This design comes from an exercise in tuning for small area and few clock cycles per item on the open sky130 flow, not from production work.
Only simulation tests tie the RTL to the original design; equivalence was not proved.
Power and IR drop assume default switching activity.

==> flow/design.v (outline; a module is shown in full before it is edited, if it fits) <==
// module pipeline_division: 2007 lines
// module pipeline_division_steps_1_6: 125 lines
// module pipeline_division_steps_7_10: 152 lines
module pipeline_division #(
  parameter int DIVINDED_WIDTH = 32,
  parameter int DIVISOR_WIDTH  = 32
)(
  input                           clk_i,
  input                           rst_i,
  input  [DIVINDED_WIDTH - 1 : 0] divinded_i,
  input  [DIVISOR_WIDTH - 1 : 0]  divisor_i,
  input                           valid_i,
  output                          ready_o,
  output [DIVINDED_WIDTH - 1 : 0] quotient_o,
  output [DIVISOR_WIDTH - 1 : 0]  reminder_o,
  output                          valid_o,
  input                           ready_i
);
  // ...
==> flow/run.sh <==
#!/bin/bash
# synth_recipe.tcl (not shown) runs the flow's synth.tcl, then flattens the netlist and writes it again
# the make line also repeats each setting of config.mk as NAME=value (left out here)
make -C /OpenROAD-flow-scripts/flow DESIGN_CONFIG=/design/flow/config.mk WORK_HOME=/design/flow/orfs CLKGATE_MAP_FILE= SYNTH_SCRIPT=/design/flow/synth_recipe.tcl finish
==> flow/config.mk <==
export PLATFORM = sky130hd
export DESIGN_NAME = pipeline_division
export DESIGN_NICKNAME = pipeline_division
export VERILOG_FILES = /design/flow/design.v
export SDC_FILE = /design/flow/constraint.sdc
export NUM_CORES = 4
export LEC_CHECK = 0
export ABC_AREA = 1
export CAP_MARGIN = 20
export CORE_MARGIN = 2
export CORE_UTILIZATION = 65
export CTS_BUF_LIST = sky130_fd_sc_hd__clkbuf_8
export CTS_CLUSTER_SIZE = 20
export PLACE_DENSITY = 0.75
export SLEW_MARGIN = 20
export SYNTH_HIERARCHICAL = 1
==> flow/constraint.sdc <==
create_clock -name core_clock -period 5.0 [get_ports {clk_i}]
set_input_delay 1.0000 -clock core_clock [delete_from_list [all_inputs] [get_ports {clk_i}]]
set_output_delay 1.0000 -clock core_clock [all_outputs]
set_load 0.01 [all_outputs]
==> impl_results.md, run 1 <==
- Number of filler cells placed in the layout: 6747
- Number of warnings reported in the yosys synthesis log: 7
- Total congestion overflow after global routing: 0
- Fraction of power consumed by the clock network: 14.0%
- Path category of the worst min-delay check: flop to flop
- Hold Path Cell Cnt: 0
- Pins over their slew limit: 0
- Total power of the final layout: 48.84 mW
- Mapped Avg Cell Area: 8.302 µm²
- Count of unresolved DRC violations after routing: 0
- Number of levels in the clock H-tree: 4
- Pwr per Cell Area: 720.1 mW/mm²
- Tap cell instance count: 1243
- Internal Dissipation: about 27 mW
- Worst path top cell family by delay: simple AND/OR/NAND/NOR gates
- Post_cts resized: 0
- Syn_nets: approximately 7.4k
- Routed wire length per instance: 14.18 µm
- Placed Instance Area: 0.06387 mm²
- Number of synthesized flops with an enable pin: 981
- HPWL after DPL: 97.01 mm
- Worst slew margin relative to its limit: 38.32%
- Worst-case vdd ir drop: 0.3855 mV
- Busiest metal layer after global routing: met2
- Sequential power: 16.8 mW
- Number of instances in the synthesized netlist: 7286
- Min-delay src: sh_6[25]
- CTS Sinks: 993
- Area fraction in compound gates after synthesis: 5.014%
- Global-route met2 utilization: 50.71%
- Highest metal layer used by the detailed router: met4
- Run status: no timing/DRC/antenna violations
- Top cell by count, worst path: sky130_fd_sc_hd__nand2_1
Testbench counts, summed over its fixed seeds: cycles 4,048, items 4,000.
==> inputs of run 2 (changes only) <==
--- a/flow/config.mk
+++ b/flow/config.mk
@@ -10,7 +10,8 @@
 export CORE_MARGIN = 2
 export CORE_UTILIZATION = 65
 export CTS_BUF_LIST = sky130_fd_sc_hd__clkbuf_8
-export CTS_CLUSTER_SIZE = 20
+export CTS_CLUSTER_DIAMETER = 80
+export CTS_CLUSTER_SIZE = 16
 export PLACE_DENSITY = 0.75
 export SLEW_MARGIN = 20
 export SYNTH_HIERARCHICAL = 1
==> impl_results.md, run 2 <==
- Buffers on Ports: 133 (unchanged)
- Endpoint of the worst setup timing path: rem_10[4] (unchanged)
- CP Launch Point: sh_9[31] (unchanged)
- Die height: 309.1 µm (unchanged)
- Cell type contributing the most total cell area after synthesis: sky130_fd_sc_hd__edfxtp_1 (unchanged)
- Starting Density: 65.79% (unchanged)
- Pwr per Cell Area: 698.9 mW/mm² (was 720.1 mW/mm²)
- Data required time of the critical path: 5510 ps (was 5570 ps)
- Layout Cell Area excl Fill: 0.06600 mm² (was 0.06782 mm²)
- Area grow syn2layout: 9.112% (was 12.11%)
- Average vias per placed instance: 5.330 (was 5.312)
- CTS Buffer Depth: 3 (unchanged)
- Routed length on met3: 3.557 mm (was 4.608 mm)
- Number of instances in the synthesized netlist: 7286 (unchanged)
- First-pass GRT wire length: 203.9 mm (was 207.1 mm)
- Largest net degree at the start of global routing: 171 (unchanged)
- Min-delay src: sh_10[5] (was sh_6[25])
- Area fraction of the dominant cell type after synthesis: 48.70% (unchanged)
- Most frequent cells in the layout: sky130_fd_sc_hd__nand2_1 (2243), sky130_fd_sc_hd__edfxtp_1 (981), sky130_fd_sc_hd__inv_1 (944) (was sky130_fd_sc_hd__nand2_1 (2245), sky130_fd_sc_hd__edfxtp_1 (981), sky130_fd_sc_hd__inv_1 (979))
- Worst-case vdd ir drop: 0.3750 mV (was 0.3855 mV)
- Ports placed on the boundary: 134 (unchanged)
- Die Wd: 309.1 µm (unchanged)
- Post-layout min period: 4852 ps (was 4828 ps)
- Clock latency on the worst-skew pair: 760 ps (was 850 ps)
- Top flip-flop cell by instance count after synthesis: sky130_fd_sc_hd__edfxtp_1 (unchanged)
- Layout Utilization: 71.79% (was 73.76%)
- # Max-Cap Violations: 0 (unchanged)
- Worst-case clock skew: 50.84 ps (was 50.85 ps)
- CTS tree: built (unchanged)
- WL met2: 67.04 mm (was 67.66 mm)
- Number of nets in the layout: 7644 (was 7722)
- FF-to-FF Start: sh_9[31] (unchanged)
- Cell leakage power: 30.55 nW (was 31.60 nW)
- Count of cell types in the netlist: 75 (unchanged)
- Top cells by area in the synthesized netlist: sky130_fd_sc_hd__edfxtp_1 (49%), sky130_fd_sc_hd__nand2_1 (14%), sky130_fd_sc_hd__nand3_1 (6.3%) (unchanged)
- Hold Path Cell Cnt: 0 (unchanged)
- Overall routed net length: 125.7 mm (was 128.0 mm)
- ANT nets after route: 0 (unchanged)
- Length in cells of the worst reg-to-reg path: 33 (was 35)
- Most instantiated library cell after synthesis: sky130_fd_sc_hd__nand2_1 (unchanged)
- Largest stage delay on the critical path: 500 ps (was 480 ps)
- Clock buffers created by TritonCTS: 75 (was 161)
- Top cell by count, worst path: sky130_fd_sc_hd__nand2_2 (was sky130_fd_sc_hd__nand2_1)
- Placeable core region: 0.09194 mm² (unchanged)
- Total congestion overflow after global routing: 0 (unchanged)
- CTS Root Buffer Type: sky130_fd_sc_hd__clkbuf_8 (unchanged)
- Count of unresolved DRC violations after routing: 0 (unchanged)
- Most common cell after layout, fill and taps aside: sky130_fd_sc_hd__nand2_1 (unchanged)
- Instance count on the critical path: 33 (was 35)
- Worst setup slack for register-to-register paths: 150 ps (was 170 ps)
- Worst path top cell family by delay: simple AND/OR/NAND/NOR gates (unchanged)
- Initial DRT Pass Iterations: 8 (unchanged)
- Number of antenna violations at the first check in global routing: 2 (was 1)
- Most frequent cells after synthesis: sky130_fd_sc_hd__nand2_1 (2260), sky130_fd_sc_hd__edfxtp_1 (981), sky130_fd_sc_hd__inv_1 (940) (unchanged)
- Fraction of final layout cells with drive strength greater than 1: 10.27% (was 11.53%)
- WHS: 400.9 ps (was 387.0 ps)
- Number of global-route vias before repair: 44.41k (was 45.31k)
- Number of register bits inferred by synthesis: 993 (unchanged)
- CTS Sinks: 993 (unchanged)
- Combined global-route utilization of all metal layers: 26.01% (was 26.54%)
- Pre-CTS setup slack: -164.2 ps (unchanged)
- Peak clock frequency supported by timing: 0.2061 GHz (was 0.2071 GHz)
- Hold bufs inserted after CTS: 0 (unchanged)
- Total die area: 0.09552 mm² (unchanged)
- Endpoint kind of the worst setup timing path: flop (unchanged)
- Number of warnings reported in the yosys synthesis log: 7 (unchanged)
- Total power of the final layout: 46.12 mW (was 48.84 mW)
- Run status: no timing/DRC/antenna violations (unchanged)
- Mapped Avg Cell Area: 8.302 µm² (unchanged)
- Share of synthesized registers carrying an async set or reset: 1.208% (unchanged)
- Violation count after the first detailed-route iteration: 2782 (was 2954)
- Placed Instance Area: 0.06387 mm² (unchanged)
- Routed wire length per instance: 14.21 µm (was 14.18 µm)
- Buffering stage count on the worst path with inverters included: 6 (was 5)
- Launching element type of the critical path: flop (unchanged)
- Mapped Area: 0.06049 mm² (unchanged)
- Highest metal layer used by the detailed router: met4 (unchanged)
- Data arrival at the endpoint of the critical path: 5360 ps (was 5400 ps)
- Number of rows in the core area: 111 (unchanged)
- Critical Path Fanout Max: 9 (unchanged)
- Setup Viol. Count Final: 0 (unchanged)
- Final hold violation count: 0 (unchanged)
- Via count: 47.16k (was 47.96k)
- Worst slew pin tran: 876.3 ps (was 925.1 ps)
- Syn_nets: 7354 (unchanged)
- Share of the clock period used by the worst path: 97.04% (was 96.55%)
- End of the worst register-to-register path: rem_10[4] (unchanged)
- Path category of the worst min-delay check: flop to flop (unchanged)
- Cell with the biggest individual delay on the critical path: sky130_fd_sc_hd__edfxtp_1 (unchanged)
- Smallest setup slack after layout: 147.8 ps (was 172.4 ps)
- Routability cong.: 0.8886 (unchanged)
- Number of synthesized flops with an enable pin: 981 (unchanged)
- HPWL after DPL: 97.01 mm (unchanged)
- Seq/Total Area, Yosys: 49.20% (unchanged)
- Number of levels in the clock H-tree: 3 (was 4)
- Met1 Routed Length: 48.46 mm (was 48.24 mm)
- Worst slew margin relative to its limit: 41.09% (was 38.32%)
- Critical path class: flop to flop (unchanged)
- Pins over their slew limit: 0 (unchanged)
- Clock transition at the registers of the reported paths: 100 ps (was 60 ps)
run 2: cell count changes in the layout (fill, tap and decap cells not counted), moves of 3 or more:
cell	delta
sky130_fd_sc_hd__clkinv_1	-33
sky130_fd_sc_hd__clkinv_2	-21
sky130_fd_sc_hd__buf_6	+3
sky130_fd_sc_hd__clkbuf_8	-93
sky130_fd_sc_hd__inv_1	-35
sky130_fd_sc_hd__buf_4	+6
sky130_fd_sc_hd__bufinv_16	-6
sky130_fd_sc_hd__clkinvlp_4	-4
sky130_fd_sc_hd__inv_6	+4
run 2: per-module statistics from Yosys (local to each module, per instance):
module                        cells  cell area (µm²)  flops+latches  times used
pipeline_division_steps_7_10    505             2571              0           1
pipeline_division_steps_1_6     319             1683              0           1
pipeline_division              6462            56240            993           1
run 2: kinds of logic after synthesis:
family	synth area share, %
AND/OR/NAND/NOR	30.33
multiplexers	0.1489
buffers and inverters	8.226
AO/OA/AOI/OAI	5.014
XOR/XNOR	6.958
adder cells (fa/ha/maj)	0.1282
flip-flops	49.20
run 2: area by class of cell:
type	count	area [µm²]
diodes	4	10.01
clock buffers	75	1032
clock inverters	27	250.2
fillers	6977	25940
inverters	1012	3825
multi-input cells	5134	26120
flip-flops and latches	993	29760
well taps	1243	1555
repair buffers	360	3455
run 2: power by group:
part,internal [mW],switching [mW]
clock network,1.57,2.57
registers,14.2,2.56
logic,9.11,16.1
total,24.9,21.2
run 2: worst min path at each step:
stage	slack (ps)	to
2_1_floorplan	400	sh_10[10]
3_3_place_gp	400	sh_5[27]
3_5_place_dp	400	sh_10[29]
4_1_cts	390	sh_1[22]
5_1_grt	410	sh_8[6]
6_report	400	sh_11[7]
run 2: stage by stage:
stage / setup TNS, ps / instances
CTS: 0 / 8795
detailed placement: -918.4 / 8693
finish: 0 / 8848
global placement: -415.1 / 8693
floorplan: 0 / 7286
global route: -879.2 / 8847
run 2: repair_timing:
action / 4_1_cts / 5_1_grt
setup endpoints to repair: 0 / 168
gates resized for setup: 0 / 81
buffers inserted: 0 / 41
run 2: metal layers:
| layer | vias up | track usage (%) |
|---|---|---|
| li1 | 24397 | - |
| met1 | 21655 | 28.01 |
| met2 | 813 | 50.55 |
| met3 | 299 | 2.699 |
| met4 | 0 | 12.18 |
| met5 | - | 0 |
run 2: worst reg2reg max path: cells and delay by family (launching register included):
family / cells / cell delay [ps]
adders and majority gates: 1 / 360
buffers and inverters: 6 / 870
AOI/OAI and AO/OA: 5 / 840
DFF: 1 / 500
and+or+nand+nor: 19 / 1660
xor gates and xnor gates: 2 / 380

==> what the ideal ports hide <==
In the flow no input, the clock included, has a driving cell. The finished layouts below were timed again as built, in two steps.
Step 1 sets driving cells, clkbuf_16 on the clock port and buf_2 on the other inputs (assumed; they add their load-dependent delay and slew).
Step 2 also shifts input and output timing later by t, the mid clock arrival at the registers, as if the neighbouring blocks saw the same clock.
a / b / c = ideal ports / drivers / drivers and shift; a / b = the first two.
run | shift t [ns] | setup slack, ns | worst register clock-pin slew, ns
run 1 | 0.892 | 0.172 / 0.172 / -0.101 | 0.07 / 0.07
run 2 | 0.796 | 0.148 / 0.148 / -0.099 | 0.11 / 0.11
With both steps, setup timing fails in run 1 and run 2, where it was met with ideal ports. The setup slack of run 1, which loses most, moves by 0.000 ns with the drivers and by -0.273 ns with both steps.
